What follows belongs to an exercise in optimizing a design on an open flow for small area, a short achievable clock period and few clock cycles; a production flow would make more cautious choices.
Only simulation tests tie the RTL to the original design; equivalence was not proved.
Power figures rest on the tool's default switching activity, not on a simulated workload.

--- design/flow/design.v ---
module JAM (
input CLK,
input RST,
output reg [2:0] W,
output reg [2:0] J,
input [6:0] Cost,
output reg [3:0] MatchCount,
output reg [9:0] MinCost,
output reg Valid );
localparam P_COL = 3'd0, P_ROW = 3'd1, P_INS = 3'd2, P_INIT = 3'd3, P_DFS = 3'd4, P_DONE = 3'd5, P_INIT2 = 3'd6;
reg [2:0]  phase;
reg [6:0]  colm [0:7];    
reg [2:0]  lid  [0:7];    
reg [6:0]  lrm  [0:7];    
reg [2:0]  lam  [0:7];    
reg [2:0]  lkey [0:7];    
reg [6:0]  crm;
reg [2:0]  cam;
reg [2:0]  ckey;
reg [7:0]  Lh;            
reg [9:0]  LB0;           
reg [6:0]  dcol [0:6];    
reg [2:0]  job [0:6];     
reg [7:0]  U;             
reg        adv;           
reg [11:0] G;             
reg [6:0]  cmJ;           
integer k;
wire [6:0] cm  = colm[J];
wire [6:0] d2  = Cost - cm;
wire [6:0] nc  = (W == 3'd0 || Cost < cm) ? Cost : cm;
wire       lt2 = (J == 3'd0 || d2 < crm);
wire       eq2 = (d2 == crm);
wire [2:0] ins_id = W - 3'd1;
reg  [7:0] gt;
always @(*) begin
    for (k = 0; k < 8; k = k + 1)
        gt[k] = (k >= ins_id) || (lkey[k] > ckey);
end
wire do_ins = (phase == P_ROW && J == 3'd0 && W != 3'd0) || (phase == P_INS);
wire [7:0] Lup = {Lh[6:0], 1'b0};      
wire [7:0] Ldn = {1'b0, Lh[7:1]};      
reg  [6:0] rm1;                        
reg  [2:0] na, ca, pa, pj, wup, wdn;   
reg  [6:0] dm, rmc;                    
always @(*) begin
    rm1 = 7'd0; na = 3'd0; ca = 3'd0; pa = 3'd0; pj = 3'd0; wup = 3'd0; wdn = 3'd0; dm = 7'd0; rmc = 7'd0;
    for (k = 0; k < 8; k = k + 1) begin
        rm1 = rm1 | ({7{Lup[k]}} & lrm[k]);
        na  = na  | ({3{Lup[k]}} & lam[k]);
        wup = wup | ({3{Lup[k]}} & lid[k]);
        ca  = ca  | ({3{Lh[k]}}  & lam[k]);
        pa  = pa  | ({3{Ldn[k]}} & lam[k]);
        wdn = wdn | ({3{Ldn[k]}} & lid[k]);
    end
    for (k = 0; k < 7; k = k + 1)
        pj = pj | ({3{Ldn[k]}} & job[k]);
    for (k = 0; k < 7; k = k + 1)
        dm = dm | ({7{Ldn[k]}} & dcol[k]);
    for (k = 0; k < 8; k = k + 1)
        rmc = rmc | ({7{Lh[k]}} & lrm[k]);
end
wire [11:0] thr = G + {5'd0, cmJ};
wire thr_neg = thr[11];
wire thr_big = |thr[10:7];
function [1:0] cmp7;
    input [6:0] a, b;
    reg [7:0] l, e;
    reg [3:0] l1, e1;
    reg [1:0] l2, e2;
    integer i;
    begin
        l = {1'b0, ~a & b};
        e = {1'b1, ~(a ^ b)};
        for (i = 0; i < 4; i = i + 1) begin
            l1[i] = l[2*i+1] | (e[2*i+1] & l[2*i]);
            e1[i] = e[2*i+1] & e[2*i];
        end
        for (i = 0; i < 2; i = i + 1) begin
            l2[i] = l1[2*i+1] | (e1[2*i+1] & l1[2*i]);
            e2[i] = e1[2*i+1] & e1[2*i];
        end
        cmp7 = {l2[1] | (e2[1] & l2[0]), e2[1] & e2[0]};
    end
endfunction
wire [1:0] c7 = cmp7(Cost, thr[6:0]);
wire ok   = !adv && !thr_neg && (thr_big || c7[1] || c7[0]);
wire less = !thr_neg && (thr_big || c7[1]);
wire leaf = Lh[7];
wire push = ok && !leaf;
wire better = leaf && ok && less;
wire [7:0] candN  = ~U & ~(8'd1 << ca) & ((J == ca) ? 8'hff : (8'hfe << J));
reg  [2:0] nxt; reg has_nxt;
always @(*) begin
    has_nxt = 1'b0; nxt = 3'd0;
    for (k = 7; k >= 0; k = k - 1)
        if (candN[k]) begin has_nxt = 1'b1; nxt = k; end
end
wire [7:0] freeP = ~(U | (8'd1 << J));
reg  [2:0] first;
always @(*) begin
    first = 3'd0;
    for (k = 7; k >= 0; k = k - 1)
        if (freeP[k]) first = k;
    if (freeP[na]) first = na;
end
wire [7:0] Up    = U & ~(8'd1 << pj);
wire [7:0] candP = ~Up & ~(8'd1 << pa) & ((pj == pa) ? 8'hff : (8'hfe << pj));
reg  [2:0] pnxt; reg has_pnxt;
always @(*) begin
    has_pnxt = 1'b0; pnxt = 3'd0;
    for (k = 7; k >= 0; k = k - 1)
        if (candP[k]) begin has_pnxt = 1'b1; pnxt = k; end
end
function [23:0] csa;    
    input [11:0] x, y, z;
    begin
        csa[11:0]  = x ^ y ^ z;
        csa[23:12] = {(x[10:0] & y[10:0]) | (x[10:0] & z[10:0]) | (y[10:0] & z[10:0]), 1'b0};
    end
endfunction
wire [11:0] e_cm   = {5'd0, cmJ};
wire [11:0] e_rm1  = {5'd0, rm1};
wire [11:0] n_cost = ~{5'd0, Cost};
wire [23:0] gp1 = csa(G, e_cm, e_rm1);
wire [23:0] gp2 = csa(gp1[11:0], gp1[23:12], n_cost);
wire [11:0] g_push = gp2[11:0] + gp2[23:12] + 12'd1;
wire [23:0] lc1 = csa({2'd0, MinCost}, ~G, ~e_cm);
wire [23:0] lc2 = csa(lc1[11:0], lc1[23:12], {5'd0, Cost});
wire [11:0] leafsum = lc2[11:0] + lc2[23:12] + 12'd2;
wire [9:0]  leafcost = leafsum[9:0];
wire [23:0] gb1     = csa(G, ~{5'd0, rmc}, {5'd0, dm});
wire [11:0] g_pop   = gb1[11:0] + gb1[23:12] + 12'd1;
wire [23:0] gq1     = csa({5'd0, dm}, ~{5'd0, rmc}, ~e_cm);
wire [23:0] gq2     = csa(gq1[11:0], gq1[23:12], {5'd0, Cost});
wire [11:0] g_popb  = gq2[11:0] + gq2[23:12] + 12'd2;
wire [6:0]  dnow    = Cost - cmJ;
always @(posedge CLK) begin
    if (phase == P_COL) colm[J] <= nc;
    if (phase == P_ROW) begin
        if (lt2) begin
            crm <= d2;
            cam <= J;
            ckey <= 3'd0;
        end else if (eq2) begin
            cam <= J;
            ckey <= ckey + 3'd1;
        end
    end
    if (do_ins) begin
        for (k = 0; k < 8; k = k + 1)
            if (gt[k]) begin
                if (k > 0 && gt[k - 1]) begin
                    lid[k]  <= lid[k - 1];
                    lrm[k]  <= lrm[k - 1];
                    lam[k]  <= lam[k - 1];
                    lkey[k] <= lkey[k - 1];
                end else begin
                    lid[k]  <= ins_id;
                    lrm[k]  <= crm;
                    lam[k]  <= cam;
                    lkey[k] <= ckey;
                end
            end
    end
    if (phase == P_DFS) begin
        for (k = 0; k < 7; k = k + 1)
            if (Lh[k]) job[k] <= J;
        for (k = 0; k < 7; k = k + 1)
            if (Lh[k]) dcol[k] <= dnow;
    end
end
reg [2:0]  phase_n, W_n, J_n;
reg        Valid_n, adv_n;
reg [7:0]  Lh_n, U_n;
reg [11:0] G_n;
reg [6:0]  cmJ_n;
reg [9:0]  LB0_n;
reg [9:0]  MinCost_n;
reg [3:0]  MatchCount_n;
always @(*) begin
    phase_n = phase; W_n = W; J_n = J; Valid_n = Valid;
    Lh_n = Lh; U_n = U; adv_n = adv; G_n = G; cmJ_n = cmJ; LB0_n = LB0;
    MinCost_n = MinCost; MatchCount_n = MatchCount;
    case (phase)
    P_COL: begin
        {J_n, W_n} = {J, W} + 6'd1;
        if (W == 3'd7 && J == 3'd7) phase_n = P_ROW;
    end
    P_ROW: begin
        if (W == 3'd0) LB0_n = ((J == 3'd0) ? 10'd0 : LB0) + {3'd0, cm};
        else if (J == 3'd0) LB0_n = LB0 + {3'd0, crm};
        {W_n, J_n} = {W, J} + 6'd1;
        if (W == 3'd7 && J == 3'd7) phase_n = P_INS;
    end
    P_INS: begin
        LB0_n = LB0 + {3'd0, crm};
        phase_n = P_INIT;
    end
    P_INIT: begin
        G_n = 12'd1023 - {2'd0, LB0} + {5'd0, lrm[0]};
        W_n = lid[0];
        J_n = lam[0];
        Lh_n = 8'd1;
        U_n = 8'd0;
        adv_n = 1'b0;
        MinCost_n = 10'd1023;
        MatchCount_n = 4'd0;
        phase_n = P_INIT2;
    end
    P_INIT2: begin
        cmJ_n = cm;
        phase_n = P_DFS;
    end
    P_DFS: begin
        adv_n = 1'b0;
        if (better) begin
            MinCost_n = leafcost;
            MatchCount_n = 4'd1;
        end else if (leaf && ok)
            MatchCount_n = MatchCount + 4'd1;
        if (push) begin
            U_n = U | (8'd1 << J);
            Lh_n = Lup;
            W_n = wup;
            J_n = first;
            G_n = g_push;
            cmJ_n = colm[first];
        end else if (has_nxt && !leaf) begin
            J_n = nxt;
            cmJ_n = colm[nxt];
        end else if (Lh[0]) begin
            phase_n = P_DONE;
            Valid_n = 1'b1;
        end else begin
            Lh_n = Ldn;
            W_n = wdn;
            U_n = Up;
            J_n = has_pnxt ? pnxt : pj;
            adv_n = !has_pnxt;
            G_n = better ? g_popb : g_pop;
            cmJ_n = colm[pnxt];
        end
    end
    default: ;
    endcase
end
always @(posedge CLK or posedge RST) begin
    if (RST) begin
        phase <= P_COL;
        W <= 3'd0;
        J <= 3'd0;
        Valid <= 1'b0;
    end else begin
        phase <= phase_n;
        W <= W_n;
        J <= J_n;
        Valid <= Valid_n;
    end
end
always @(posedge CLK) begin
    Lh <= Lh_n;
    U <= U_n;
    adv <= adv_n;
    G <= G_n;
    cmJ <= cmJ_n;
    LB0 <= LB0_n;
    MinCost <= MinCost_n;
    MatchCount <= MatchCount_n;
end
endmodule
--- design/flow/run.sh ---
#!/bin/bash
# synth_recipe.tcl (not shown) runs the flow's synth.tcl, then flattens the netlist and writes it again
# the make line also repeats each setting of config.mk as NAME=value (left out here)
make -C /OpenROAD-flow-scripts/flow DESIGN_CONFIG=/design/flow/config.mk WORK_HOME=/design/flow/orfs CLKGATE_MAP_FILE= SYNTH_SCRIPT=/design/flow/synth_recipe.tcl finish
--- design/flow/config.mk ---
export PLATFORM = sky130hd
export DESIGN_NAME = JAM
export DESIGN_NICKNAME = JAM
export VERILOG_FILES = /design/flow/design.v
export SDC_FILE = /design/flow/constraint.sdc
export NUM_CORES = 4
export LEC_CHECK = 0
export CAP_MARGIN = 20
export CORE_MARGIN = 2
export CORE_UTILIZATION = 40
export SETUP_SLACK_MARGIN = 3.5
export SLEW_MARGIN = 20
--- design/flow/constraint.sdc ---
create_clock -name core_clock -period 8.0 [get_ports {CLK}]
set_input_delay 1.6000 -clock core_clock [delete_from_list [all_inputs] [get_ports {CLK}]]
set_output_delay 1.6000 -clock core_clock [all_outputs]
set_load 0.01 [all_outputs]
==> results of run 1 <==
power by group through the flow:
stage | clock network [µW] | registers, µW | logic, µW
detailed placement | 0 | 2590 | 1740
finish | 1950 | 2570 | 1850
floorplan | 0 | 2490 | 1350
global placement | 0 | 2590 | 1690
global route | 2040 | 2600 | 2030
CTS | 1970 | 2560 | 1800
per-stage QoR:
step	hold slack, ps	cell area (µm²)
after floorplan	493	23200
after global placement	547	24300
after detailed placement	550	24300
after CTS	561	26500
after global routing	605	27200
final	560	27200
final timing paths:
path | from | endpoint | depth (start not counted)
max reg2reg | Lh[3]$_SDFFCE_PN0P_ | G[8]$_DFFE_PP_ | 20
min in group asynchronous | RST | J[2]$_DFFE_PP0P_ | 2
min reg2reg | lkey[5][2]$_DFFE_PP_ | lkey[6][2]$_DFFE_PP_ | 2
max | Lh[3]$_SDFFCE_PN0P_ | G[8]$_DFFE_PP_ | 20
min | lkey[5][2]$_DFFE_PP_ | lkey[6][2]$_DFFE_PP_ | 2
max in group asynchronous | RST | J[1]$_DFFE_PP0P_ | 2
what timing repair did:
action	4_1_cts	5_1_grt
buffers inserted	46	37
resized for setup	111	66
endpoints found under the setup margin	160	135
pin swaps	45	45
cloned	5	4
layout make-up:
class	instances	area, µm²	area share
Multi-Input combinational cell	1488	12600	0.464
Sequential cell	334	9990	0.368
Timing Repair Buffer	158	1540	0.0568
Clock buffer	46	1020	0.0377
Tap cell	765	957	0.0352
Inverter	183	699	0.0257
Clock inverter	25	363	0.0134
cells in the final DEF, fill, tap and decap left out, types with 55 or more instances in the layout:
cell type,instances
a21oi_1,118
ha_1,147
buf_4,100
a22oi_1,107
mux2i_1,63
xnor2_1,56
nand2_1,110
inv_1,167
nor2_1,113
fa_1,55
edfxtp_1,324
mux2_2,92
o21ai_0,88
critical path, stage by stage, from the launching register on:
cell       delay (ps)
edfxtp_1          450
buf_4             170
buf_4             140
bufbuf_16         290
a22oi_1           170
and4_4            290
inv_1              70
fa_1              480
fa_1              530
inv_1              80
ha_4              250
ha_4              250
a21oi_2           140
nor2_1             70
nor2_2            140
o21bai_1          100
a21oi_2           150
xnor2_1           140
a21oi_1            80
o211ai_1          210
o21ai_1            90
per-layer routing:
layer / share of wire / up-vias / global-route usage
met1: 0.41 / 9234 / 0.329
met5: 0.00016 / - / 0
met4: 0.043 / 2 / 0.104
met2: 0.46 / 964 / 0.400
met3: 0.086 / 165 / 0.0408
li1: - / 8134 / -
flip-flops by register name (all words and copies together), names as in the netlist, 8 cells and up:
name     cells
MinCost     10
lid         24
dcol        49
LB0         10
colm        56
lrm         56
Lh           8
lkey        21
lam         24
U            8
job         21
G           12
cell usage after synthesis, types with 20 or more instances:
cell / n
a21oi_1: 138
nand2_1: 111
a222oi_1: 30
fa_1: 57
edfxtp_1: 324
o21ai_0: 103
xor2_1: 22
nor3_1: 27
nand3_1: 47
a31oi_1: 20
mux4_2: 21
and3_1: 22
ha_1: 156
mux2i_1: 63
mux2_2: 92
xnor2_1: 58
clkbuf_1: 60
a22oi_1: 109
inv_1: 182
nor2_1: 120
a21o_1: 33
kinds of logic (layout without fill, tap and decap cells):
family | after synthesis | after routing | synth area share
xor+xnor | 82 | 82 | 0.0317
fa+ha+maj | 213 | 213 | 0.134
simple gates | 426 | 426 | 0.0890
buf+inv | 284 | 412 | 0.0500
mux | 176 | 176 | 0.0925
flops | 334 | 334 | 0.432
compound gates | 587 | 591 | 0.171
==> flow_metrics.py, run 1 <==
metrics = {
    "outcome": {
        "status": "complete, no violations",
    },
    "placed_design": {
        "port-buffer-count": 29,
        "dp.cells": 2836,
        "place_hpwl_um": 51400,
        "finalWeightedCongestion": 0.938,
        "pre_cts_ws_ps": 1740,
    },
    "flow_run": {
        "maxCapViolCount": 0,
    },
    "grt": {
        "grt_pass1_vias": 18200,
        "grt_pass1_wl_um": 112000,
        "overflow": 0,
        "grt.total_usage": 0.247,
        "antenna_found_initial": 1,
        "grt_max_degree": 41,
    },
    "route": {
        "finalWirelength_um": 76000,
        "antenna_left": 0,
        "vias": 18500,
        "viasPerCell": 6.17,
        "drc": 0,
        "drt_pass1_iterations": 6,
        "wire_per_inst_um": 25.3,
        "first_iter_violations": 2063,
    },
    "final_layout": {
        "antenna_cells": 0,
        "fill_cells": 5211,
        "final_cells": 2999,
        "finalNetCount": 2426,
        "final_util": 0.473,
        "layout-drive-gt1-share": 0.201,
        "syn_to_final_growth_pct": 17.5,
    },
    "logic_synthesis": {
        "seq_area_frac_synth": 0.432,
        "syn_area_um2": 23100,
        "ys_ff_latch": 334,
        "yosysUniqueCellTypes": 80,
        "yosys.area.top_type": "edfxtp_1",
        "syn_nets": 2324,
        "synthFlopType": "edfxtp_1",
        "synth_async_sr_flop_share": 0.0299,
        "synthTopCellsByArea": "edfxtp_1 (42%), ha_1 (8.4%), fa_1 (4.9%), mux2_2 (4.5%), a22oi_1 (3.5%)",
        "synthCells": 2102,
        "avgSynthCellArea_um2": 11.0,
        "yosys_warnings": 8,
        "synth_edf_count": 324,
        "synth_top_cell_area_share": 0.421,
    },
    "sta": {
        "max_freq_mhz": 220,
        "rsz0062_at_grt": "yes",
        "min_period_ps": 4560,
        "final_hold_viol_count": 0,
        "timing.final.crit_share": 0.569,
        "setup_viol": 0,
        "fin_worst_skew_ps": 16.3,
        "fin_ws_ps": 3440,
        "worst_pin_slew_ps": 1110,
        "final.setup.tns_ps": 0,
        "slew_headroom": 0.261,
        "slew_violations": 0,
    },
    "power": {
        "p_int_uw": 4390,
        "clkPwrFrac": 0.307,
        "power_per_cell_area_nw_per_um2": 234,
        "comb_power_share": 0.290,
        "power_switching_uw": 1980,
        "switching_share": 0.311,
        "p_leak_uw": 0.0102,
        "power.sequential.fraction": 0.403,
        "vdd_drop_max_mv": 0.136,
        "power_uw": 6370,
    },
    "clocking": {
        "hold_buffers": 0,
        "cts_made_buffers": 39,
        "cts_root_buffer": "clkbuf_16",
        "cts_buffer_depth": 3,
        "cts.clk_slew.worst_paths_ps": 70,
        "cts-htree-levels": 2,
        "clock-sinks": 334,
        "clk_latency_ps": 570,
        "cts_tree": "yes",
    },
    "floorplanning": {
        "core_area_um2": 57500,
        "io_pins": 30,
        "floorplan.die_area_um2": 59800,
        "die_w_um": 244,
        "rows": 88,
        "start_util": 0.402,
        "die-height_um": 244,
    },
    "worst_setup_path": {
        "cp.arrival_ps": 4850,
        "worstPathRequired_ps": 8290,
        "rrSetupSlack_ps": 3440,
        "endpoint_kind": "register",
        "crit_type": "reg2reg",
        "path_max_fanout": 12,
        "start_kind": "register",
    },
    "worst_hold_path": {
        "min_path_type": "reg2reg",
    },
}
Testbench counts, summed over its fixed seeds: cycles 5,268.
==> run 2: changes to the inputs <==
--- a/design/flow/config.mk
+++ b/design/flow/config.mk
@@ -9,3 +9,3 @@
 export CORE_MARGIN = 2
-export CORE_UTILIZATION = 40
+export CORE_UTILIZATION = 60
 export SETUP_SLACK_MARGIN = 3.5
==> run 2 against run 1 <==
Net effect:
- setup slack improved by 5.8 ps
- register-to-register slack about the same
- die area decreased by 33%
- still clean on timing, DRC and antenna
- largest cell class unchanged
==> flow_metrics.py, run 2 <==
metrics = {
    "route": {
        "vias": 18500,
        "wire_per_inst_um": 27.0,
        "viasPerCell": 6.77,
        "drt_pass1_iterations": 9,
        "finalWirelength_um": 73500,
        "drc": 0,
        "first_iter_violations": 2323,
        "antenna_left": 0,
    },
    "power": {
        "switching_share": 0.319,
        "power_switching_uw": 1990,
        "p_leak_uw": 0.0100,
        "power_uw": 6250,
        "power_per_cell_area_nw_per_um2": 236,
        "clkPwrFrac": 0.281,
        "power.sequential.fraction": 0.411,
        "comb_power_share": 0.307,
        "vdd_drop_max_mv": 0.225,
        "p_int_uw": 4260,
    },
    "sta": {
        "slew_violations": 0,
        "fin_hold_ws_ps": 568,
        "timing.final.crit_share": 0.569,
        "slew_headroom": 0.270,
        "final_hold_viol_count": 0,
        "final.setup.tns_ps": 0,
        "setup_viol": 0,
        "fin_worst_skew_ps": 32.0,
        "worst_pin_slew_ps": 1080,
        "max_freq_mhz": 220,
        "rsz0062_at_grt": "yes",
        "min_period_ps": 4550,
    },
    "logic_synthesis": {
        "synth_async_sr_flop_share": 0.0299,
        "synth_top_cell_area_share": 0.421,
        "synthCells": 2102,
        "syn_area_um2": 23100,
        "yosys.area.top_type": "edfxtp_1",
        "yosysUniqueCellTypes": 80,
        "yosys_warnings": 8,
        "synth_edf_count": 324,
        "avgSynthCellArea_um2": 11.0,
        "seq_area_frac_synth": 0.432,
        "syn_nets": 2324,
        "synthFlopType": "edfxtp_1",
        "synthTopCellsByArea": "edfxtp_1 (42%), ha_1 (8.4%), fa_1 (4.9%), mux2_2 (4.5%), a22oi_1 (3.5%)",
        "ys_ff_latch": 334,
        "yosys-top-cells-count": "edfxtp_1 (324), inv_1 (182), ha_1 (156)",
        "yosysMostFrequentCell": "edfxtp_1",
    },
    "worst_setup_path": {
        "rrSetupSlack_ps": 3450,
        "cp_cell_sequence": "buf_12 -> buf_6 -> a222oi_1 -> nand3_1 -> buf_4 -> fa_1 -> ha_1 -> a21oi_1 -> o21bai_1 -> a21oi_1 -> o21bai_1 -> a21oi_2 -> o21ai_0 -> o41ai_2 -> xor2_1 -> o211a_1 -> a211oi_2",
        "max_stage_delay_ps": 520,
        "rr_endpoint": "G[11]$_SDFFCE_PN0P_",
        "r2r_start": "Lh[1]$_SDFFCE_PN0P_",
        "worstPathRequired_ps": 8390,
        "cp.arrival_ps": 4940,
        "path_max_fanout": 5,
        "crit_path_top_delay_cell": "edfxtp_1",
        "endpoint_kind": "register",
        "start_kind": "register",
        "crit_type": "reg2reg",
        "r2r_cells": 17,
    },
    "final_layout": {
        "mostFrequentLayoutCell": "edfxtp_1",
        "antenna_cells": 0,
        "syn_to_final_growth_pct": 14.5,
        "layout_common_cells": "edfxtp_1 (324), inv_1 (171), ha_1 (148)",
        "layout-drive-gt1-share": 0.188,
        "finalNetCount": 2408,
        "reg_top3": "colm (56), lrm (56), dcol (49)",
    },
    "flow_run": {
        "maxCapViolCount": 0,
    },
    "placed_design": {
        "finalWeightedCongestion": 0.950,
        "place_hpwl_um": 50200,
        "port-buffer-count": 29,
    },
    "worst_hold_path": {
        "min_to": "Valid$_DFFE_PP0P_",
        "hp-start": "Valid$_DFFE_PP0P_",
        "min_path_type": "reg2reg",
        "whs_path_depth": 1,
    },
    "grt": {
        "grt_pass1_vias": 18100,
        "grt_pass1_wl_um": 110000,
        "grt_max_degree": 34,
        "grt.total_usage": 0.361,
        "overflow": 0,
        "antenna_found_initial": 0,
    },
    "clocking": {
        "hold_buffers": 0,
        "clk_latency_ps": 580,
        "cts_root_buffer": "clkbuf_16",
        "cts_tree": "yes",
        "cts-htree-levels": 2,
        "clock-sinks": 334,
        "cts.clk_slew.worst_paths_ps": 60,
        "cts_made_buffers": 38,
        "cts_buffer_depth": 3,
    },
    "floorplanning": {
        "io_pins": 30,
        "die-height_um": 200,
        "floorplan.die_area_um2": 40100,
        "start_util": 0.611,
        "rows": 71,
        "core_area_um2": 37800,
        "die_w_um": 200,
    },
    "outcome": {
        "status": "complete, no violations",
    },
}
==> run 2: worst max path at each step <==
stage	startpoint	cells past startpoint	endpoint	slack, ps
after global placement	Cost[1]	13	cmJ[0]$_DFFE_PP_	2430
after CTS	Lh[1]$_SDFFCE_PN0P_	16	G[11]$_SDFFCE_PN0P_	3360
final	Lh[1]$_SDFFCE_PN0P_	17	G[11]$_SDFFCE_PN0P_	3450
after floorplan	Lh[6]$_SDFFCE_PN0P_	21	G[8]$_DFFE_PP_	3500
after detailed placement	Cost[1]	13	cmJ[0]$_DFFE_PP_	2330
after global routing	Lh[1]$_SDFFCE_PN0P_	17	G[11]$_SDFFCE_PN0P_	3230
==> run 2: area by class of cell <==
type / instances / area (µm²)
timing repair buffer: 145 / 1410
clock inverter: 19 / 163
sequential: 334 / 9980
multi-input combinational: 1484 / 12500
fill: 2840 / 11400
clock buffer: 49 / 1060
inverter: 183 / 698
tap: 511 / 639
==> run 2: power by group through the flow <==
stage	Clock [µW]	Combinational, µW	Sequential, µW
2_1_floorplan	0	1350	2490
3_5_place_dp	0	1770	2590
4_1_cts	1760	1830	2560
5_1_grt	1830	2100	2600
3_3_place_gp	0	1710	2580
6_report	1760	1920	2570
==> run 2: logic make-up after synthesis <==
family	Yosys count	synth area share
DFF	334	0.432
and+or+nand+nor	426	0.0890
xor gates and xnor gates	82	0.0317
buffers and inverters	284	0.0500
muxes	176	0.0925
adders and majority gates	213	0.134
AOI/OAI and AO/OA	587	0.171
==> run 2: through the flow <==
step | utilization | area, µm² | std cells | setup WS [ps]
6_report | 0.700 | 26500 | 2725 | 3450
4_1_cts | 0.682 | 25800 | 2689 | 3360
2_1_floorplan | - | 23200 | 2102 | 3500
3_3_place_gp | 0.635 | 24000 | 2590 | 2430
5_1_grt | 0.700 | 26500 | 2725 | 3230
3_5_place_dp | 0.635 | 24000 | 2590 | 2330
==> run 2: what timing repair did <==
action	CTS	global route
hold endpoints to repair	0	0
endpoints found under the setup margin	152	149
buffers inserted	26	34
gates cloned	5	2
pin swaps	29	59
resized for setup	79	92
==> run 2: critical path, delay by kind of cell, from the launching register on <==
family | cells | cell delay, ps
AOI/OAI and AO/OA | 10 | 2260
buffers and inverters | 3 | 490
xor gates and xnor gates | 1 | 120
adders and majority gates | 2 | 790
and+or+nand+nor | 1 | 190
DFF | 1 | 520
==> run 2: metal layers <==
| layer | global-route usage | vias to the layer above | wire, µm |
|---|---|---|---|
| met5 | 0 | - | 0 |
| met4 | 0.172 | 0 | 3750 |
| met3 | 0.0638 | 211 | 7970 |
| met2 | 0.556 | 1136 | 33200 |
| met1 | 0.499 | 9000 | 28600 |
| li1 | - | 8111 | - |
==> run 3: changes to the inputs <==
--- a/design/flow/config.mk
+++ b/design/flow/config.mk
@@ -7,2 +7,3 @@
 export LEC_CHECK = 0
+export ABC_AREA = 1
 export CAP_MARGIN = 20
==> run 3 against run 2 <==
Net effect:
- clock-buffer cell count shrank 7
- register-to-register slack gained 50 ps
- clock power grew 3%
- non-clock buffer count shrank 7
- still clean
- combinational power shrank 92%
- hold slack lost 120 ps
- via count grew 15%
- global-route usage grew 1.6 points
- largest cell class unchanged
==> flow_metrics.py, run 3 <==
metrics = {
    "route": {
        "drt_pass1_iterations": 9,
        "wire_per_inst_um": 22.5,
        "first_iter_violations": 2642,
        "finalWirelength_um": 77600,
        "viasPerCell": 6.14,
        "antenna_left": 0,
        "drc": 0,
        "vias": 21200,
    },
    "flow_run": {
        "maxCapViolCount": 0,
    },
    "sta": {
        "setup_viol": 0,
        "min_period_ps": 4520,
        "fin_worst_skew_ps": 26.5,
        "max_freq_mhz": 221,
        "slew_headroom": 0.253,
        "final_hold_viol_count": 0,
        "timing.final.crit_share": 0.564,
        "worst_pin_slew_ps": 1120,
        "rsz0062_at_grt": "yes",
        "final.setup.tns_ps": 0,
        "slew_violations": 0,
    },
    "power": {
        "power_switching_uw": 885,
        "clkPwrFrac": 0.470,
        "power.sequential.fraction": 0.492,
        "vdd_drop_max_mv": 0.267,
        "p_int_uw": 2980,
        "p_leak_uw": 0.0121,
        "switching_share": 0.229,
        "power_per_cell_area_nw_per_um2": 142,
        "comb_power_share": 0.039,
    },
    "grt": {
        "grt.total_usage": 0.377,
        "overflow": 0,
        "grt_pass1_wl_um": 118000,
        "antenna_found_initial": 0,
        "grt_max_degree": 33,
        "grt_pass1_vias": 20200,
    },
    "floorplanning": {
        "start_util": 0.611,
        "rows": 72,
        "core_area_um2": 38900,
        "floorplan.die_area_um2": 41200,
        "io_pins": 30,
        "die-height_um": 203,
        "die_w_um": 203,
    },
    "logic_synthesis": {
        "syn_nets": 3055,
        "yosysUniqueCellTypes": 57,
        "avgSynthCellArea_um2": 8.39,
        "syn_area_um2": 23800,
        "seq_area_frac_synth": 0.420,
        "synth_top_cell_area_share": 0.409,
        "synth_async_sr_flop_share": 0.0299,
        "yosys.area.top_type": "edfxtp_1",
        "yosysMostFrequentCell": "nand2_1",
        "synthFlopType": "edfxtp_1",
        "synth_edf_count": 324,
        "yosys_warnings": 8,
        "synthTopCellsByArea": "edfxtp_1 (41%), nand2_1 (12%), ha_1 (8.2%), inv_1 (5.9%), nand3_1 (5.6%)",
        "yosys-top-cells-count": "nand2_1 (776), inv_1 (372), edfxtp_1 (324)",
        "synthCells": 2833,
        "ys_ff_latch": 334,
    },
    "worst_setup_path": {
        "start_kind": "input port",
        "endpoint_kind": "register",
        "worst-path-buf-inv": 4,
        "max_stage_delay_ps": 750,
        "cp.arrival_ps": 4970,
        "worstPathRequired_ps": 8450,
        "critPathTopFamily": "adder cells",
        "crit_type": "in2reg",
        "path_max_fanout": 6,
        "cpMostUsedCell": "inv_1",
        "crit_path_top_delay_cell": "clkdlybuf4s50_1",
        "cp_cell_sequence": "clkdlybuf4s50_1 -> inv_1 -> fa_1 -> inv_1 -> ha_1 -> ha_4 -> a21oi_2 -> nand2_2 -> a21oi_2 -> nor2_1 -> nor2_1 -> inv_1 -> or2_4 -> nand2_2 -> nor2_2 -> o22ai_1 -> nand2_1 -> nand2_1",
    },
    "final_layout": {
        "antenna_cells": 0,
        "reg_top3": "colm (56), lrm (56), dcol (49)",
        "layout-drive-gt1-share": 0.121,
        "final_util": 0.699,
        "syn_to_final_growth_pct": 14.3,
        "mostFrequentLayoutCell": "nand2_1",
        "layout_common_cells": "nand2_1 (764), inv_1 (353), edfxtp_1 (324)",
        "finalNetCount": 3132,
    },
    "outcome": {
        "status": "complete, no violations",
    },
    "clocking": {
        "cts.clk_slew.worst_paths_ps": 60,
        "cts-htree-levels": 2,
        "clock-sinks": 334,
        "cts_made_buffers": 38,
        "cts_buffer_depth": 3,
        "cts_tree": "yes",
        "clk_latency_ps": 600,
        "cts_root_buffer": "clkbuf_16",
    },
    "worst_hold_path": {
        "min_path_type": "reg2reg",
    },
    "placed_design": {
        "place_hpwl_um": 53800,
        "port-buffer-count": 29,
        "finalWeightedCongestion": 0.972,
    },
}
## run 3: final timing paths
kind / startpoint / to / slack, ps / cells after the start
max: Cost[5] / G[8]$_DFFE_PP_ / 3480 / 18
min: cam[2]$_DFFE_PP_ / lam[0][2]$_DFFE_PP_ / 450 / 0
max reg2reg: Lh[6]$_SDFFCE_PN0P_ / G[8]$_DFFE_PP_ / 3500 / 24
min reg2reg: cam[2]$_DFFE_PP_ / lam[0][2]$_DFFE_PP_ / 450 / 0
max in group asynchronous: RST / J[0]$_DFFE_PP0P_ / 6220 / 2
min in group asynchronous: RST / W[1]$_DFFE_PP0P_ / 1400 / 2
## run 3: timing repair
| action | in CTS | in global routing |
|---|---|---|
| pin swaps | 25 | 37 |
| hold endpoints to repair | 0 | 0 |
| resized for setup | 126 | 79 |
| hold buffers | 0 | 0 |
| setup endpoints to repair | 167 | 156 |
| buffers inserted | 37 | 32 |
| cloned | 6 | 0 |
## run 3: area by class of cell
| type | count | area (µm²) |
|---|---|---|
| multi-input cells | 2007 | 12500 |
| clock inverters | 24 | 312 |
| clock buffers | 42 | 966 |
| repair inverters | 1 | 7.51 |
| repair buffers | 138 | 1330 |
| well taps | 518 | 648 |
| inverters | 390 | 1490 |
| flip-flops and latches | 334 | 9990 |
| fillers | 3038 | 11700 |
## run 3: through the flow
step	worst slack [ps]	instances	total power (µW)	cell area (µm²)	hold slack [ps]
2_1_floorplan	3510	2833	2020	23800	426
3_3_place_gp	1930	3312	2060	24400	438
3_5_place_dp	1770	3313	2060	24400	439
4_1_cts	3360	3422	3860	26700	452
5_1_grt	3290	3454	3960	27200	470
6_report	3480	3454	3870	27200	452
## run 3: kinds of logic (layout without fill, tap and decap cells)
| group | after synthesis | after routing | share of synthesized area |
|---|---|---|---|
| AND/OR/NAND/NOR | 1273 | 1274 | 0.229 |
| XOR/XNOR | 59 | 59 | 0.0217 |
| flip-flops | 334 | 334 | 0.420 |
| adder cells (fa/ha/maj) | 213 | 213 | 0.130 |
| buffers and inverters | 493 | 595 | 0.0876 |
| AO/OA/AOI/OAI | 460 | 460 | 0.112 |
| multiplexers | 1 | 1 | 0.000421 |
## run 3: per-layer routing
metal	vias to the layer above	wire, µm	global-route usage
li1	9706	-	-
met2	1309	35500	0.602
met4	0	3710	0.157
met3	222	8470	0.0721
met5	-	0	0
met1	9981	30000	0.505
## run 3: worst register-to-register path, delay by kind of cell, from the launching register on
kind	cells	cell delay, ps
AOI/OAI and AO/OA	3	390
adders and majority gates	4	1610
buffers and inverters	6	630
DFF	1	460
and+or+nand+nor	11	1250
## run 3: power groups by stage
stage / clock network (µW) / logic, µW / registers [µW]
global route: 1890 / 163 / 1900
finish: 1820 / 149 / 1900
global placement: 0 / 115 / 1940
CTS: 1830 / 131 / 1900
floorplan: 0 / 76.0 / 1940
detailed placement: 0 / 119 / 1940
==> run 4: changes to the inputs <==
--- a/design/flow/config.mk
+++ b/design/flow/config.mk
@@ -7,6 +7,5 @@
 export LEC_CHECK = 0
-export ABC_AREA = 1
 export CAP_MARGIN = 20
 export CORE_MARGIN = 2
-export CORE_UTILIZATION = 60
+export CORE_UTILIZATION = 75
 export SETUP_SLACK_MARGIN = 3.5
==> run 4 against run 3 <==
Net effect:
- setup slack got worse by 180 ps
- first-iteration DRC count increased by 46%
- cell count decreased by 24%
- critical endpoint is now G[11]$_SDFFCE_PN0P_
- largest power group unchanged
==> flow_metrics.py, run 4 <==
metrics = {
    "logic_synthesis": {
        "synthTopCellsByArea": "edfxtp_1 (42%), ha_1 (8.4%), fa_1 (4.9%), mux2_2 (4.5%), a22oi_1 (3.5%)",
        "synthFlopType": "edfxtp_1",
        "avgSynthCellArea_um2": 11.0,
        "synth_async_sr_flop_share": 0.0299,
        "syn_area_um2": 23100,
        "yosys_warnings": 8,
        "synth_edf_count": 324,
        "ys_ff_latch": 334,
        "yosysUniqueCellTypes": 80,
        "seq_area_frac_synth": 0.432,
        "synth_top_cell_area_share": 0.421,
        "yosys.area.top_type": "edfxtp_1",
        "syn_nets": 2324,
        "yosysMostFrequentCell": "edfxtp_1",
        "yosys-top-cells-count": "edfxtp_1 (324), inv_1 (182), ha_1 (156)",
        "synthCells": 2102,
    },
    "sta": {
        "setup_viol": 0,
        "min_period_ps": 4690,
        "fin_hold_ws_ps": 565,
        "final_hold_viol_count": 0,
        "fin_worst_skew_ps": 34.8,
        "rsz0062_at_grt": "yes",
        "worst_pin_slew_ps": 1250,
        "timing.final.crit_share": 0.587,
        "max_freq_mhz": 213,
        "final.setup.tns_ps": 0,
        "slew_violations": 0,
        "slew_headroom": 0.168,
    },
    "power": {
        "power_per_cell_area_nw_per_um2": 241,
        "p_int_uw": 4190,
        "comb_power_share": 0.328,
        "power.sequential.fraction": 0.407,
        "switching_share": 0.343,
        "p_leak_uw": 0.0101,
        "clkPwrFrac": 0.265,
        "power_switching_uw": 2190,
        "power_uw": 6370,
        "vdd_drop_max_mv": 0.258,
    },
    "grt": {
        "overflow": 0,
        "grt_pass1_wl_um": 111000,
        "grt.total_usage": 0.446,
        "grt_max_degree": 51,
        "grt_pass1_vias": 19200,
        "antenna_found_initial": 0,
    },
    "final_layout": {
        "fill_cells": 1466,
        "mostFrequentLayoutCell": "edfxtp_1",
        "reg_top3": "colm (56), lrm (56), dcol (49)",
        "finalNetCount": 2416,
        "syn_to_final_growth_pct": 14.5,
        "layout-drive-gt1-share": 0.197,
        "final_util": 0.868,
        "stdcell_area_um2": 26500,
        "regArea_um2": 9980,
        "multi_input_area_um2": 12500,
        "layout_common_cells": "edfxtp_1 (324), inv_1 (168), ha_1 (148)",
    },
    "floorplanning": {
        "start_util": 0.758,
        "die-height_um": 180,
        "io_pins": 30,
        "floorplan.die_area_um2": 32300,
        "die_w_um": 180,
        "core_area_um2": 30500,
        "rows": 64,
    },
    "flow_run": {
        "maxCapViolCount": 0,
    },
    "worst_setup_path": {
        "path_max_fanout": 20,
        "cp_cell_sequence": "buf_4 -> clkbuf_16 -> a222oi_1 -> and3_1 -> fa_1 -> fa_1 -> inv_1 -> ha_1 -> a21oi_1 -> o21ai_2 -> nand3_1 -> nand2_2 -> a21o_1 -> a21oi_2 -> xor2_1 -> a211oi_1",
        "start_kind": "register",
        "crit_path_top_delay_cell": "fa_1",
        "worstPathRequired_ps": 8260,
        "cpMostUsedCell": "fa_1",
        "max_stage_delay_ps": 530,
        "crit_type": "reg2reg",
        "cp.arrival_ps": 4960,
        "endpoint_kind": "register",
    },
    "outcome": {
        "status": "complete, no violations",
    },
    "route": {
        "wire_per_inst_um": 30.8,
        "antenna_left": 0,
        "viasPerCell": 7.70,
        "drc": 0,
        "drt_pass1_iterations": 10,
        "first_iter_violations": 3861,
        "finalWirelength_um": 80800,
        "vias": 20200,
    },
    "clocking": {
        "clock-sinks": 334,
        "hold_buffers": 0,
        "cts_buffer_depth": 3,
        "cts_made_buffers": 37,
        "cts_root_buffer": "clkbuf_16",
        "cts_tree": "yes",
        "cts-htree-levels": 2,
        "clk_latency_ps": 570,
        "cts.clk_slew.worst_paths_ps": 70,
    },
    "placed_design": {
        "place_hpwl_um": 48700,
        "finalWeightedCongestion": 0.979,
        "port-buffer-count": 29,
        "dpl_cell_area_um2": 23900,
    },
    "worst_hold_path": {
        "min_path_type": "reg2reg",
    },
}
run 4: cell type report:
type | instances | share of cell area
inverters | 183 | 0.0263
repair buffers | 154 | 0.0613
diodes | 3 | 0.000284
flip-flops and latches | 334 | 0.377
well taps | 396 | 0.0187
multi-input cells | 1484 | 0.472
clock inverters | 23 | 0.00846
clock buffers | 43 | 0.0358
run 4: cell families after synthesis:
group           after synthesis  synth area share
xor+xnor                     82            0.0317
mux                         176            0.0925
buf+inv                     284            0.0500
fa+ha+maj                   213             0.134
simple gates                426            0.0890
compound gates              587             0.171
flops                       334             0.432
run 4: worst max-delay path, delay by kind of cell (launching register included):
kind,cells,cell delay (ps)
buffers and inverters,3,480
AND/OR/NAND/NOR,3,710
XOR/XNOR,1,210
adder cells (fa/ha/maj),3,1250
flip-flops,1,490
AO/OA/AOI/OAI,6,1260
run 4: path summary, 6_finish.rpt:
kind | startpoint | cells after the start | slack (ps) | to
hold / removal | lkey[1][2]$_DFFE_PP_ | 2 | 570 | lkey[2][2]$_DFFE_PP_
setup reg to reg | Lh[6]$_SDFFCE_PN0P_ | 16 | 3310 | G[11]$_SDFFCE_PN0P_
min in group asynchronous | RST | 2 | 1440 | phase[2]$_DFFE_PP0P_
hold reg to reg | lkey[1][2]$_DFFE_PP_ | 2 | 570 | lkey[2][2]$_DFFE_PP_
setup / recovery | Lh[6]$_SDFFCE_PN0P_ | 16 | 3310 | G[11]$_SDFFCE_PN0P_
max in group asynchronous | RST | 2 | 6180 | J[0]$_DFFE_PP0P_
run 4: layer usage:
layer  part of all wire  global-route usage  wire length [µm]  vias up
li1                   -                   -                 -     8086
met1               0.31               0.567             25400     9446
met2               0.43               0.687             35100     2083
met3               0.17               0.128             13400      559
met4              0.085               0.265              6890        0
met5                  0                   0                 0        -
run 4: power by group through the flow:
stage	Combinational (µW)	Sequential, µW	Clock (µW)
5_1_grt	2210	2610	1720
4_1_cts	1860	2560	1650
6_report	2090	2590	1690
3_3_place_gp	1670	2580	0
3_5_place_dp	1770	2590	0
2_1_floorplan	1350	2490	0
run 4: stage by stage:
| stage | setup WS [ps] | cells |
|---|---|---|
| after floorplan | 3500 | 2102 |
| after global placement | 2240 | 2472 |
| after detailed placement | 2330 | 2473 |
| after CTS | 3490 | 2568 |
| after global routing | 3190 | 2617 |
| final | 3310 | 2620 |
run 4: repair_timing:
action,CTS,global route
resized for setup,84,104
pin swaps,27,68
cloned,3,10
setup endpoints to repair,128,144
setup buffers,26,39
==> run 5: changes to the inputs <==
--- a/design/flow/config.mk
+++ b/design/flow/config.mk
@@ -7,6 +7,6 @@
 export LEC_CHECK = 0
-export CAP_MARGIN = 20
+export CAP_MARGIN = 10
 export CORE_MARGIN = 2
-export CORE_UTILIZATION = 75
+export CORE_UTILIZATION = 40
 export SETUP_SLACK_MARGIN = 3.5
-export SLEW_MARGIN = 20
+export SLEW_MARGIN = 10
==> run 5 against run 4 <==
Net effect:
- clock skew is 15 ps lower
- core utilization is 40 points lower
- sequential power hardly changed
- cell area is 2.6% higher
- combinational power is 11% lower
- synthesized cell count stayed put
- total power is 0.88% lower
- area after synthesis stayed put
- largest cell class unchanged
- largest power group unchanged
==> flow_metrics.py, run 5 <==
metrics = {
    "route": {
        "vias": 18500,
        "drc": 0,
        "first_iter_violations": 2357,
        "antenna_left": 0,
        "finalWirelength_um": 76800,
        "drt_pass1_iterations": 7,
        "viasPerCell": 6.17,
        "wire_per_inst_um": 25.6,
    },
    "grt": {
        "grt_pass1_vias": 18000,
        "grt_pass1_wl_um": 112000,
        "grt_max_degree": 41,
        "grt.total_usage": 0.248,
        "antenna_found_initial": 0,
        "overflow": 0,
    },
    "final_layout": {
        "regArea_um2": 9990,
        "stdcell_area_um2": 27200,
        "reg_top3": "colm (56), lrm (56), dcol (49)",
        "layout-drive-gt1-share": 0.202,
        "final_cells": 3001,
        "fill_cells": 5226,
        "layout_common_cells": "edfxtp_1 (324), inv_1 (165), ha_1 (148)",
        "finalNetCount": 2427,
        "syn_to_final_growth_pct": 17.4,
        "multi_input_area_um2": 12600,
        "mostFrequentLayoutCell": "edfxtp_1",
    },
    "worst_setup_path": {
        "worstPathRequired_ps": 8450,
        "r2r_cells": 12,
        "crit_path_start": "cmJ[3]$_DFFE_PP_",
        "start_kind": "register",
        "cp.arrival_ps": 5060,
        "crit_type": "reg2reg",
        "endpoint_kind": "register",
        "path_max_fanout": 9,
        "rr_endpoint": "W[1]$_DFFE_PP0P_",
        "r2r_start": "cmJ[3]$_DFFE_PP_",
        "endpoint": "W[1]$_DFFE_PP0P_",
        "rrSetupSlack_ps": 3380,
    },
    "logic_synthesis": {
        "synth_edf_count": 324,
        "yosys-top-cells-count": "edfxtp_1 (324), inv_1 (182), ha_1 (156)",
        "syn_nets": 2324,
        "synth_top_cell_area_share": 0.421,
        "syn_area_um2": 23100,
        "avgSynthCellArea_um2": 11.0,
        "yosysUniqueCellTypes": 80,
        "yosysMostFrequentCell": "edfxtp_1",
        "seq_area_frac_synth": 0.432,
        "synthTopCellsByArea": "edfxtp_1 (42%), ha_1 (8.4%), fa_1 (4.9%), mux2_2 (4.5%), a22oi_1 (3.5%)",
        "synthCells": 2102,
        "yosys_warnings": 8,
        "synth_async_sr_flop_share": 0.0299,
        "ys_ff_latch": 334,
        "yosys.area.top_type": "edfxtp_1",
        "synthFlopType": "edfxtp_1",
    },
    "sta": {
        "fin_worst_skew_ps": 19.9,
        "slew_headroom": 0.247,
        "slew_violations": 0,
        "min_period_ps": 4620,
        "worst_pin_slew_ps": 1130,
        "final_hold_viol_count": 0,
        "final.setup.tns_ps": 0,
        "max_freq_mhz": 217,
        "rsz0062_at_grt": "yes",
        "timing.final.crit_share": 0.577,
        "setup_viol": 0,
        "fin_ws_ps": 3380,
    },
    "clocking": {
        "cts.clk_slew.worst_paths_ps": 60,
        "cts_root_buffer": "clkbuf_16",
        "cts-htree-levels": 2,
        "clock-sinks": 334,
        "cts_buffer_depth": 3,
        "cts_made_buffers": 39,
        "hold_buffers": 0,
        "cts_tree": "yes",
        "clk_latency_ps": 570,
    },
    "placed_design": {
        "finalWeightedCongestion": 0.938,
        "dp.cells": 2836,
        "port-buffer-count": 29,
        "pre_cts_ws_ps": 1760,
        "place_hpwl_um": 51400,
        "dpl_cell_area_um2": 24300,
    },
    "floorplanning": {
        "rows": 88,
        "io_pins": 30,
        "die_w_um": 244,
        "core_area_um2": 57500,
        "die-height_um": 244,
        "floorplan.die_area_um2": 59800,
        "start_util": 0.402,
    },
    "worst_hold_path": {
        "min_path_type": "reg2reg",
    },
    "flow_run": {
        "maxCapViolCount": 0,
    },
    "power": {
        "switching_share": 0.314,
        "power_per_cell_area_nw_per_um2": 233,
        "power.sequential.fraction": 0.407,
        "p_leak_uw": 0.0102,
        "clkPwrFrac": 0.299,
        "power_switching_uw": 1980,
        "vdd_drop_max_mv": 0.139,
        "comb_power_share": 0.294,
        "p_int_uw": 4330,
    },
    "outcome": {
        "status": "complete, no violations",
    },
}
[run 5: how the worst min path moves through the flow]
stage	startpoint	end	cells after the start
finish	lkey[1][2]$_DFFE_PP_	lkey[2][2]$_DFFE_PP_	2
CTS	lkey[5][2]$_DFFE_PP_	lkey[6][2]$_DFFE_PP_	2
floorplan	Valid$_DFFE_PP0P_	Valid$_DFFE_PP0P_	1
detailed placement	lkey[5][2]$_DFFE_PP_	lkey[6][2]$_DFFE_PP_	2
global placement	lkey[1][2]$_DFFE_PP_	lkey[2][2]$_DFFE_PP_	2
global route	lrm[1][5]$_DFFE_PP_	lrm[2][5]$_DFFE_PP_	2
[run 5: layout make-up]
cell class,instances,area share
Multi-Input combinational cell,1488,0.464
Sequential cell,334,0.368
Timing Repair Buffer,159,0.0579
Clock buffer,48,0.0380
Tap cell,765,0.0353
Inverter,183,0.0258
Clock inverter,23,0.0110
Antenna cell,1,0.0000922
[run 5: metal layers]
metal | track usage | vias up | wire length [µm]
met2 | 0.400 | 1011 | 35500
met4 | 0.0952 | 0 | 2990
li1 | - | 8131 | -
met1 | 0.335 | 9213 | 31300
met5 | 0 | - | 0
met3 | 0.0410 | 176 | 7050
[run 5: through the flow]
step	power (µW)	utilization	hold WS (ps)
2_1_floorplan	3840	-	493
3_3_place_gp	4280	0.423	547
3_5_place_dp	4330	0.423	550
4_1_cts	6270	0.461	560
5_1_grt	6610	0.472	599
6_report	6320	0.472	566
[run 5: worst max-delay path, cell delays in order, from the launching register on]
cell,delay (ps)
edfxtp_1,500
inv_1,200
ha_1,410
and2_1,220
a311oi_4,380
o211ai_1,150
o211ai_1,290
nor2b_1,880
o21ai_4,190
buf_4,270
a211o_1,300
a21boi_1,330
mux2_2,390
[run 5: kinds of logic after synthesis]
group | share of synthesized area
AO/OA/AOI/OAI | 0.171
XOR/XNOR | 0.0317
adder cells (fa/ha/maj) | 0.134
buffers and inverters | 0.0500
flip-flops | 0.432
multiplexers | 0.0925
AND/OR/NAND/NOR | 0.0890
[run 5: what timing repair did]
item / in CTS / in global routing
setup buffers: 43 / 40
cloned: 6 / 4
pin swaps: 49 / 43
endpoints found under the hold margin: 0 / 0
setup endpoints to repair: 158 / 121
gates resized for setup: 118 / 64
[run 5: power groups by stage]
stage / Sequential [µW] / Combinational [µW] / Clock [µW]
2_1_floorplan: 2490 / 1350 / 0
3_3_place_gp: 2590 / 1690 / 0
3_5_place_dp: 2590 / 1740 / 0
4_1_cts: 2560 / 1810 / 1900
5_1_grt: 2600 / 2040 / 1970
6_report: 2570 / 1860 / 1890
==> run 6: changes to the inputs <==
--- a/design/flow/design.v
+++ b/design/flow/design.v
@@ -127,12 +127,8 @@
 wire [11:0] g_push = gp2[11:0] + gp2[23:12] + 12'd1;
-wire [23:0] lc1 = csa({2'd0, MinCost}, ~G, ~e_cm);
-wire [23:0] lc2 = csa(lc1[11:0], lc1[23:12], {5'd0, Cost});
-wire [11:0] leafsum = lc2[11:0] + lc2[23:12] + 12'd2;
-wire [9:0]  leafcost = leafsum[9:0];
-wire [23:0] gb1     = csa(G, ~{5'd0, rmc}, {5'd0, dm});
-wire [11:0] g_pop   = gb1[11:0] + gb1[23:12] + 12'd1;
-wire [23:0] gq1     = csa({5'd0, dm}, ~{5'd0, rmc}, ~e_cm);
-wire [23:0] gq2     = csa(gq1[11:0], gq1[23:12], {5'd0, Cost});
-wire [11:0] g_popb  = gq2[11:0] + gq2[23:12] + 12'd2;
 wire [6:0]  dnow    = Cost - cmJ;
+wire [9:0]  leafcost = MinCost - G[9:0] + {3'd0, dnow};
+wire [7:0]  xpop    = {1'b0, dm} - {1'b0, rmc};
+wire [11:0] g_pop   = G + {{4{xpop[7]}}, xpop};
+wire [8:0]  gpb     = {xpop[7], xpop} + {2'd0, dnow};
+wire [11:0] g_popb  = {{3{gpb[8]}}, gpb};
 always @(posedge CLK) begin
--- a/design/flow/config.mk
+++ b/design/flow/config.mk
@@ -7,6 +7,6 @@
 export LEC_CHECK = 0
-export CAP_MARGIN = 10
+export CAP_MARGIN = 20
 export CORE_MARGIN = 2
-export CORE_UTILIZATION = 40
+export CORE_UTILIZATION = 60
 export SETUP_SLACK_MARGIN = 3.5
-export SLEW_MARGIN = 10
+export SLEW_MARGIN = 20
==> run 6 against run 5 <==
Net effect:
- sequential share of layout area rose by 1.6 points
- combinational power is 88% lower
- non-clock buffer count down 21
==> flow_metrics.py, run 6 <==
metrics = {
    "outcome": {
        "status": "complete, no violations",
    },
    "sta": {
        "slew_violations": 0,
        "fin_ws_ps": 3440,
        "min_period_ps": 4560,
        "rsz0062_at_grt": "yes",
        "slew_headroom": 0.234,
        "fin_worst_skew_ps": 26.8,
        "setup_viol": 0,
        "timing.final.crit_share": 0.570,
        "max_freq_mhz": 219,
        "worst_pin_slew_ps": 1150,
        "final_hold_viol_count": 0,
        "final.setup.tns_ps": 0,
    },
    "logic_synthesis": {
        "yosys.area.top_type": "edfxtp_1",
        "synth_top_cell_area_share": 0.426,
        "yosysUniqueCellTypes": 95,
        "syn_area_um2": 22800,
        "synthCells": 2109,
        "synthTopCellsByArea": "edfxtp_1 (43%), ha_1 (7.8%), mux2_2 (4.3%), a22oi_1 (3.4%), a21oi_1 (3.0%)",
        "seq_area_frac_synth": 0.437,
        "syn_nets": 2291,
        "yosys_warnings": 8,
        "ys_ff_latch": 334,
        "yosys-top-cells-count": "edfxtp_1 (324), inv_1 (150), ha_1 (143)",
        "synthFlopType": "edfxtp_1",
        "synth_edf_count": 324,
        "synth_async_sr_flop_share": 0.0299,
        "yosysMostFrequentCell": "edfxtp_1",
        "avgSynthCellArea_um2": 10.8,
    },
    "worst_hold_path": {
        "min_to": "Valid$_DFFE_PP0P_",
        "min_path_type": "reg2reg",
        "hp-start": "Valid$_DFFE_PP0P_",
        "whs_path_depth": 1,
    },
    "placed_design": {
        "dp.cells": 2595,
        "port-buffer-count": 29,
        "pre_cts_ws_ps": 2000,
        "finalWeightedCongestion": 0.977,
        "place_hpwl_um": 50000,
    },
    "clocking": {
        "cts-htree-levels": 2,
        "clk_latency_ps": 580,
        "cts_made_buffers": 38,
        "cts_buffer_depth": 3,
        "cts_tree": "yes",
        "cts_root_buffer": "clkbuf_16",
        "hold_buffers": 0,
        "cts.clk_slew.worst_paths_ps": 60,
        "clock-sinks": 334,
    },
    "route": {
        "drt_pass1_iterations": 9,
        "drc": 0,
        "viasPerCell": 6.86,
        "antenna_left": 0,
        "first_iter_violations": 2323,
        "finalWirelength_um": 72300,
        "wire_per_inst_um": 26.6,
        "vias": 18700,
    },
    "floorplanning": {
        "floorplan.die_area_um2": 39700,
        "start_util": 0.608,
        "rows": 71,
        "die_w_um": 199,
        "die-height_um": 199,
        "io_pins": 30,
        "core_area_um2": 37600,
    },
    "final_layout": {
        "multi_input_area_um2": 12300,
        "regArea_um2": 9990,
        "final_cells": 2722,
        "finalNetCount": 2364,
        "layout-drive-gt1-share": 0.184,
        "reg_top3": "colm (56), lrm (56), dcol (49)",
        "fill_cells": 2867,
        "mostFrequentLayoutCell": "edfxtp_1",
        "layout_common_cells": "edfxtp_1 (324), inv_1 (148), ha_1 (137)",
        "syn_to_final_growth_pct": 14.0,
        "antenna_cells": 0,
    },
    "power": {
        "power_uw": 3860,
        "power_switching_uw": 875,
        "vdd_drop_max_mv": 0.196,
        "clkPwrFrac": 0.447,
        "comb_power_share": 0.056,
        "p_int_uw": 2980,
        "power.sequential.fraction": 0.497,
        "power_per_cell_area_nw_per_um2": 148,
        "p_leak_uw": 0.0101,
        "switching_share": 0.227,
    },
    "worst_setup_path": {
        "r2r_cells": 17,
        "path_max_fanout": 3,
        "crit_type": "reg2reg",
        "cp.arrival_ps": 4870,
        "worstPathRequired_ps": 8310,
        "cpMostUsedCell": "a21oi_2",
        "r2r_start": "Lh[4]$_SDFFCE_PN0P_",
        "rrSetupSlack_ps": 3440,
        "rr_endpoint": "G[9]$_DFFE_PP_",
        "cp_cell_sequence": "a222oi_1 -> and3_4 -> fa_2 -> fa_1 -> inv_1 -> ha_1 -> a21o_1 -> a21oi_2 -> o21ai_1 -> a21oi_2 -> o21ai_2 -> a21oi_2 -> nand2b_4 -> a21boi_2 -> or3_1 -> a21oi_2 -> o31ai_1",
        "start_kind": "register",
        "endpoint_kind": "register",
        "max_stage_delay_ps": 600,
        "crit_path_top_delay_cell": "fa_1",
    },
    "grt": {
        "antenna_found_initial": 0,
        "grt_pass1_wl_um": 108000,
        "grt_pass1_vias": 18000,
        "grt_max_degree": 50,
        "overflow": 0,
        "grt.total_usage": 0.364,
    },
    "flow_run": {
        "maxCapViolCount": 0,
    },
}
==> run 6: changes by cell type in the layout (fill, tap and decap cells not counted), sizes merged, moves of 13 or more <==
cell and delta:
buf -16, fa -27, ha -13, inv -29, nand3 +14, o21ai +23
==> run 6: logic make-up (layout without fill, tap and decap cells) <==
family          after synthesis  count (layout)  synth area share
compound gates              622             622             0.185
simple gates                469             469             0.102
flops                       334             334             0.437
buf+inv                     257             359            0.0471
mux                         179             179            0.0942
fa+ha+maj                   173             173             0.105
xor+xnor                     75              75            0.0297
==> run 6: worst max path at each step <==
stage | startpoint | end | slack (ps) | cells past startpoint
floorplan | Cost[0] | MinCost[9]$_SDFFCE_PN1P_ | 3260 | 17
global placement | Cost[1] | MinCost[9]$_SDFFCE_PN1P_ | 2130 | 17
detailed placement | Cost[1] | G[10]$_DFFE_PP_ | 2000 | 14
CTS | Lh[4]$_SDFFCE_PN0P_ | G[10]$_DFFE_PP_ | 3490 | 16
global route | Lh[4]$_SDFFCE_PN0P_ | G[9]$_DFFE_PP_ | 3290 | 17
finish | Lh[4]$_SDFFCE_PN0P_ | G[9]$_DFFE_PP_ | 3440 | 17
==> run 6: power groups by stage <==
stage                     logic (µW)  registers [µW]  clock network (µW)
after floorplan                  119            1950                   0
after global placement           171            1950                   0
after detailed placement         176            1950                   0
after CTS                        195            1920                1740
after global routing             235            1920                1800
final                            217            1920                1730
==> run 6: repair_timing <==
action / CTS / global route
resized for setup: 86 / 72
buffers inserted: 34 / 21
endpoints found under the setup margin: 168 / 135
endpoints found under the hold margin: 0 / 0
cloned: 2 / 1
pin swaps: 26 / 41
==> run 6: final cells by class <==
class,count,share of cell area
Sequential cell,334,0.384
Multi-Input combinational cell,1518,0.472
Timing Repair Buffer,138,0.0500
Clock inverter,26,0.00928
Inverter,152,0.0229
Tap cell,511,0.0246
Clock buffer,43,0.0372
==> run 6: metrics by stage <==
| step | hold WS, ps | utilization | area [µm²] |
|---|---|---|---|
| floorplan | 493 | - | 23000 |
| global placement | 464 | 0.633 | 23800 |
| detailed placement | 468 | 0.633 | 23800 |
| CTS | 480 | 0.681 | 25600 |
| global route | 493 | 0.693 | 26000 |
| finish | 475 | 0.693 | 26000 |
==> run 6: metal layers <==
| layer | GRT usage | wire length [µm] |
|---|---|---|
| met1 | 0.483 | 28100 |
| met3 | 0.0655 | 7220 |
| met4 | 0.182 | 3890 |
| met2 | 0.577 | 33100 |
| met5 | 0 | 0 |
==> run 6: worst max-delay path: cells and delay by family (launching register included) <==
| kind | cells | cell delay [ps] |
|---|---|---|
| simple gates | 3 | 790 |
| compound gates | 10 | 1600 |
| fa+ha+maj | 3 | 1340 |
| flops | 1 | 520 |
| buf+inv | 1 | 60 |
Testbench counts of run 6, summed over its fixed seeds: cycles 5,268.
==> run 7: changes to the inputs <==
--- a/design/flow/config.mk
+++ b/design/flow/config.mk
@@ -9,3 +9,3 @@
 export CORE_MARGIN = 2
-export CORE_UTILIZATION = 60
+export CORE_UTILIZATION = 50
 export SETUP_SLACK_MARGIN = 3.5
==> run 7 against run 6 <==
Net effect:
- core utilization fell by 11 points
- clock skew rose by 8.0 ps
- fmax fell by 1.4%
- still clean
- cell area rose by 1.6%
- non-clock buffer count rose by 18
- area after synthesis did not move
- sequential cell count did not move
- sequential power barely moved
- clock power rose by 3%
- combinational power barely moved
- via count fell by 1.5%
==> flow_metrics.py, run 7 <==
metrics = {
    "outcome": {
        "status": "complete, no violations",
    },
    "sta": {
        "slew_violations": 0,
        "rsz0062_at_grt": "yes",
        "final_hold_viol_count": 0,
        "fin_worst_skew_ps": 34.8,
        "slew_headroom": 0.273,
        "fin_hold_ws_ps": 509,
        "max_freq_mhz": 216,
        "setup_viol": 0,
        "min_period_ps": 4620,
        "fin_ws_ps": 3380,
        "timing.final.crit_share": 0.578,
        "worst_pin_slew_ps": 1090,
        "final.setup.tns_ps": 0,
    },
    "route": {
        "drt_pass1_iterations": 7,
        "vias": 18400,
        "wire_per_inst_um": 26.0,
        "antenna_left": 0,
        "first_iter_violations": 2177,
        "finalWirelength_um": 73600,
        "drc": 0,
        "viasPerCell": 6.49,
    },
    "power": {
        "p_leak_uw": 0.0102,
        "power_uw": 3920,
        "power_per_cell_area_nw_per_um2": 148,
        "vdd_drop_max_mv": 0.143,
    },
    "grt": {
        "grt_max_degree": 50,
        "grt.total_usage": 0.307,
        "grt_pass1_wl_um": 110000,
        "antenna_found_initial": 0,
        "overflow": 0,
        "grt_pass1_vias": 17900,
    },
    "worst_setup_path": {
        "worst-path-buf-inv": 2,
        "cp_cell_sequence": "buf_12 -> a222oi_1 -> and3_4 -> fa_1 -> fa_2 -> buf_4 -> fa_2 -> nor2b_4 -> o21ai_2 -> a21boi_2 -> o21ai_2 -> a21boi_2 -> o21ai_2 -> a21boi_2 -> o21ai_2 -> and4_1 -> or3_1 -> o22ai_1",
        "crit_path_top_delay_cell": "fa_2",
        "endpoint": "G[10]$_DFFE_PP_",
        "crit_path_start": "Lh[6]$_SDFFCE_PN0P_",
        "worstPathRequired_ps": 8430,
        "crit_type": "reg2reg",
        "r2r_start": "Lh[6]$_SDFFCE_PN0P_",
        "cp.arrival_ps": 5050,
        "path_max_fanout": 10,
        "start_kind": "register",
        "r2r_cells": 18,
        "rrSetupSlack_ps": 3380,
        "endpoint_kind": "register",
        "critPathTopFamily": "adder cells",
        "rr_endpoint": "G[10]$_DFFE_PP_",
        "cp.depth": 18,
        "max_stage_delay_ps": 500,
        "cpMostUsedCell": "o21ai_2",
    },
    "floorplanning": {
        "die_w_um": 218,
        "io_pins": 30,
        "floorplan.die_area_um2": 47400,
        "core_area_um2": 45300,
        "rows": 78,
        "die-height_um": 218,
        "start_util": 0.504,
    },
    "placed_design": {
        "pre_cts_ws_ps": 2040,
        "dp.cells": 2679,
        "port-buffer-count": 29,
        "finalWeightedCongestion": 0.950,
        "place_hpwl_um": 50800,
    },
    "logic_synthesis": {
        "synth_async_sr_flop_share": 0.0299,
        "yosys-top-cells-count": "edfxtp_1 (324), inv_1 (150), ha_1 (143)",
        "seq_area_frac_synth": 0.437,
        "yosysUniqueCellTypes": 95,
        "synthCells": 2109,
        "syn_nets": 2291,
        "avgSynthCellArea_um2": 10.8,
        "synth_edf_count": 324,
        "yosys_warnings": 8,
        "ys_ff_latch": 334,
        "syn_area_um2": 22800,
        "synthTopCellsByArea": "edfxtp_1 (43%), ha_1 (7.8%), mux2_2 (4.3%), a22oi_1 (3.4%), a21oi_1 (3.0%)",
        "synth_top_cell_area_share": 0.426,
        "yosysMostFrequentCell": "edfxtp_1",
        "synthFlopType": "edfxtp_1",
        "yosys.area.top_type": "edfxtp_1",
    },
    "worst_hold_path": {
        "min_path_type": "reg2reg",
        "hp-start": "Valid$_DFFE_PP0P_",
    },
    "clocking": {
        "cts-htree-levels": 2,
        "cts.clk_slew.worst_paths_ps": 60,
        "cts_buffer_depth": 3,
        "hold_buffers": 0,
        "cts_made_buffers": 41,
        "clk_latency_ps": 590,
        "clock-sinks": 334,
        "cts_root_buffer": "clkbuf_16",
        "cts_tree": "yes",
    },
    "final_layout": {
        "syn_to_final_growth_pct": 15.8,
        "reg_top3": "colm (56), lrm (56), dcol (49)",
        "layout-drive-gt1-share": 0.196,
        "layout_common_cells": "edfxtp_1 (324), inv_1 (146), ha_1 (135)",
        "finalNetCount": 2385,
        "final_cells": 2835,
        "fill_cells": 3832,
        "antenna_cells": 0,
        "mostFrequentLayoutCell": "edfxtp_1",
    },
    "flow_run": {
        "maxCapViolCount": 0,
    },
}
-- run 7: cells by family (layout without fill, tap and decap cells) --
kind of cell | after synthesis | after routing | share of synthesized area
AOI/OAI and AO/OA | 622 | 622 | 0.185
buffers and inverters | 257 | 383 | 0.0471
adders and majority gates | 173 | 173 | 0.105
and+or+nand+nor | 469 | 469 | 0.102
xor gates and xnor gates | 75 | 75 | 0.0297
muxes | 179 | 179 | 0.0942
DFF | 334 | 334 | 0.437
-- run 7: how the worst min path moves through the flow --
| stage | endpoint | slack, ps | cells after the start |
|---|---|---|---|
| global placement | Valid$_DFFE_PP0P_ | 470 | 1 |
| floorplan | Valid$_DFFE_PP0P_ | 490 | 1 |
| detailed placement | Valid$_DFFE_PP0P_ | 490 | 1 |
| CTS | Valid$_DFFE_PP0P_ | 510 | 1 |
| finish | Valid$_DFFE_PP0P_ | 510 | 1 |
| global route | Valid$_DFFE_PP0P_ | 520 | 1 |
-- run 7: cell type report --
class                      count  area [µm²]  share of cell area
sequential                   334        9990               0.378
timing repair buffer         156        1450              0.0547
clock inverter                25         190             0.00719
clock buffer                  50        1080              0.0409
inverter                     152         593              0.0224
multi-input combinational   1518       12400               0.469
tap                          600         751              0.0284
-- run 7: what timing repair did --
action                                  CTS  global route
endpoints found under the setup margin  166           131
gates cloned                              2             1
gates resized for setup                  83            84
buffers inserted                         40            38
pin swaps                                25            52
-- run 7: per-layer routing --
metal	wire [µm]	part of all wire	GRT usage	vias up
li1	-	-	-	8236
met5	0	0	0	-
met1	29800	0.41	0.412	9123
met3	6090	0.083	0.0431	163
met4	3120	0.042	0.124	0
met2	34500	0.47	0.504	874
-- run 7: power by group --
part / internal (µW) / switching [µW] / leakage (µW)
clock network: 1000 / 779 / 0.000618
registers: 1910 / 2.38 / 0.00302
logic: 92.7 / 123 / 0.00657
-- run 7: per-stage QoR --
step           cell area [µm²]  utilization
5_1_grt                  26500        0.584
4_1_cts                  25800        0.570
3_3_place_gp             23900        0.527
6_report                 26500        0.584
2_1_floorplan            23000            -
3_5_place_dp             23900        0.527

==> separate check: timing with driven ports <==
Ports are ideal in the flow. The routed layouts listed here were re-timed in OpenROAD. Step 1, drivers: a clkbuf_16 drives CLK and a buf_2 each remaining input, both assumed. Step 2, shift: input delay + t, output delay - t, t = (earliest + latest rising clock arrival at the registers) / 2. This alone moves slack from input paths to output paths. a / b / c = ideal / step 1 / step 2; a / b = the first two.
| run | t, ns | setup WS [ns] | hold WS [ns] | worst setup path at the end | worst slew at a driven data input, ns |
|---|---|---|---|---|---|
| run 1 | 0.617 | 3.445 / 3.445 / 3.057 | 0.560 / 0.560 / 0.560 | input to register | 0.03 |
| run 2 | 0.614 | 3.451 / 3.451 / 2.958 | 0.568 / 0.568 / 0.568 | input to register | 0.03 |
| run 3 | 0.643 | 3.485 / 3.505 / 2.876 | 0.452 / 0.452 / 0.452 | input to register | 0.03 |
| run 4 | 0.607 | 3.305 / 3.305 / 2.961 | 0.565 / 0.565 / 0.565 | input to register | 0.04 |
| run 5 | 0.621 | 3.385 / 3.385 / 3.070 | 0.566 / 0.566 / 0.566 | input to register | 0.03 |
| run 6 | 0.625 | 3.444 / 3.444 / 2.934 | 0.475 / 0.475 / 0.475 | input to register | 0.06 |
| run 7 | 0.633 | 3.378 / 3.378 / 2.958 | 0.509 / 0.509 / 0.509 | input to register | 0.06 |
After both steps every run listed still meets setup and hold. For run 3, which loses most, drivers alone change the setup slack by +0.020 ns; drivers and shift together by -0.609 ns.
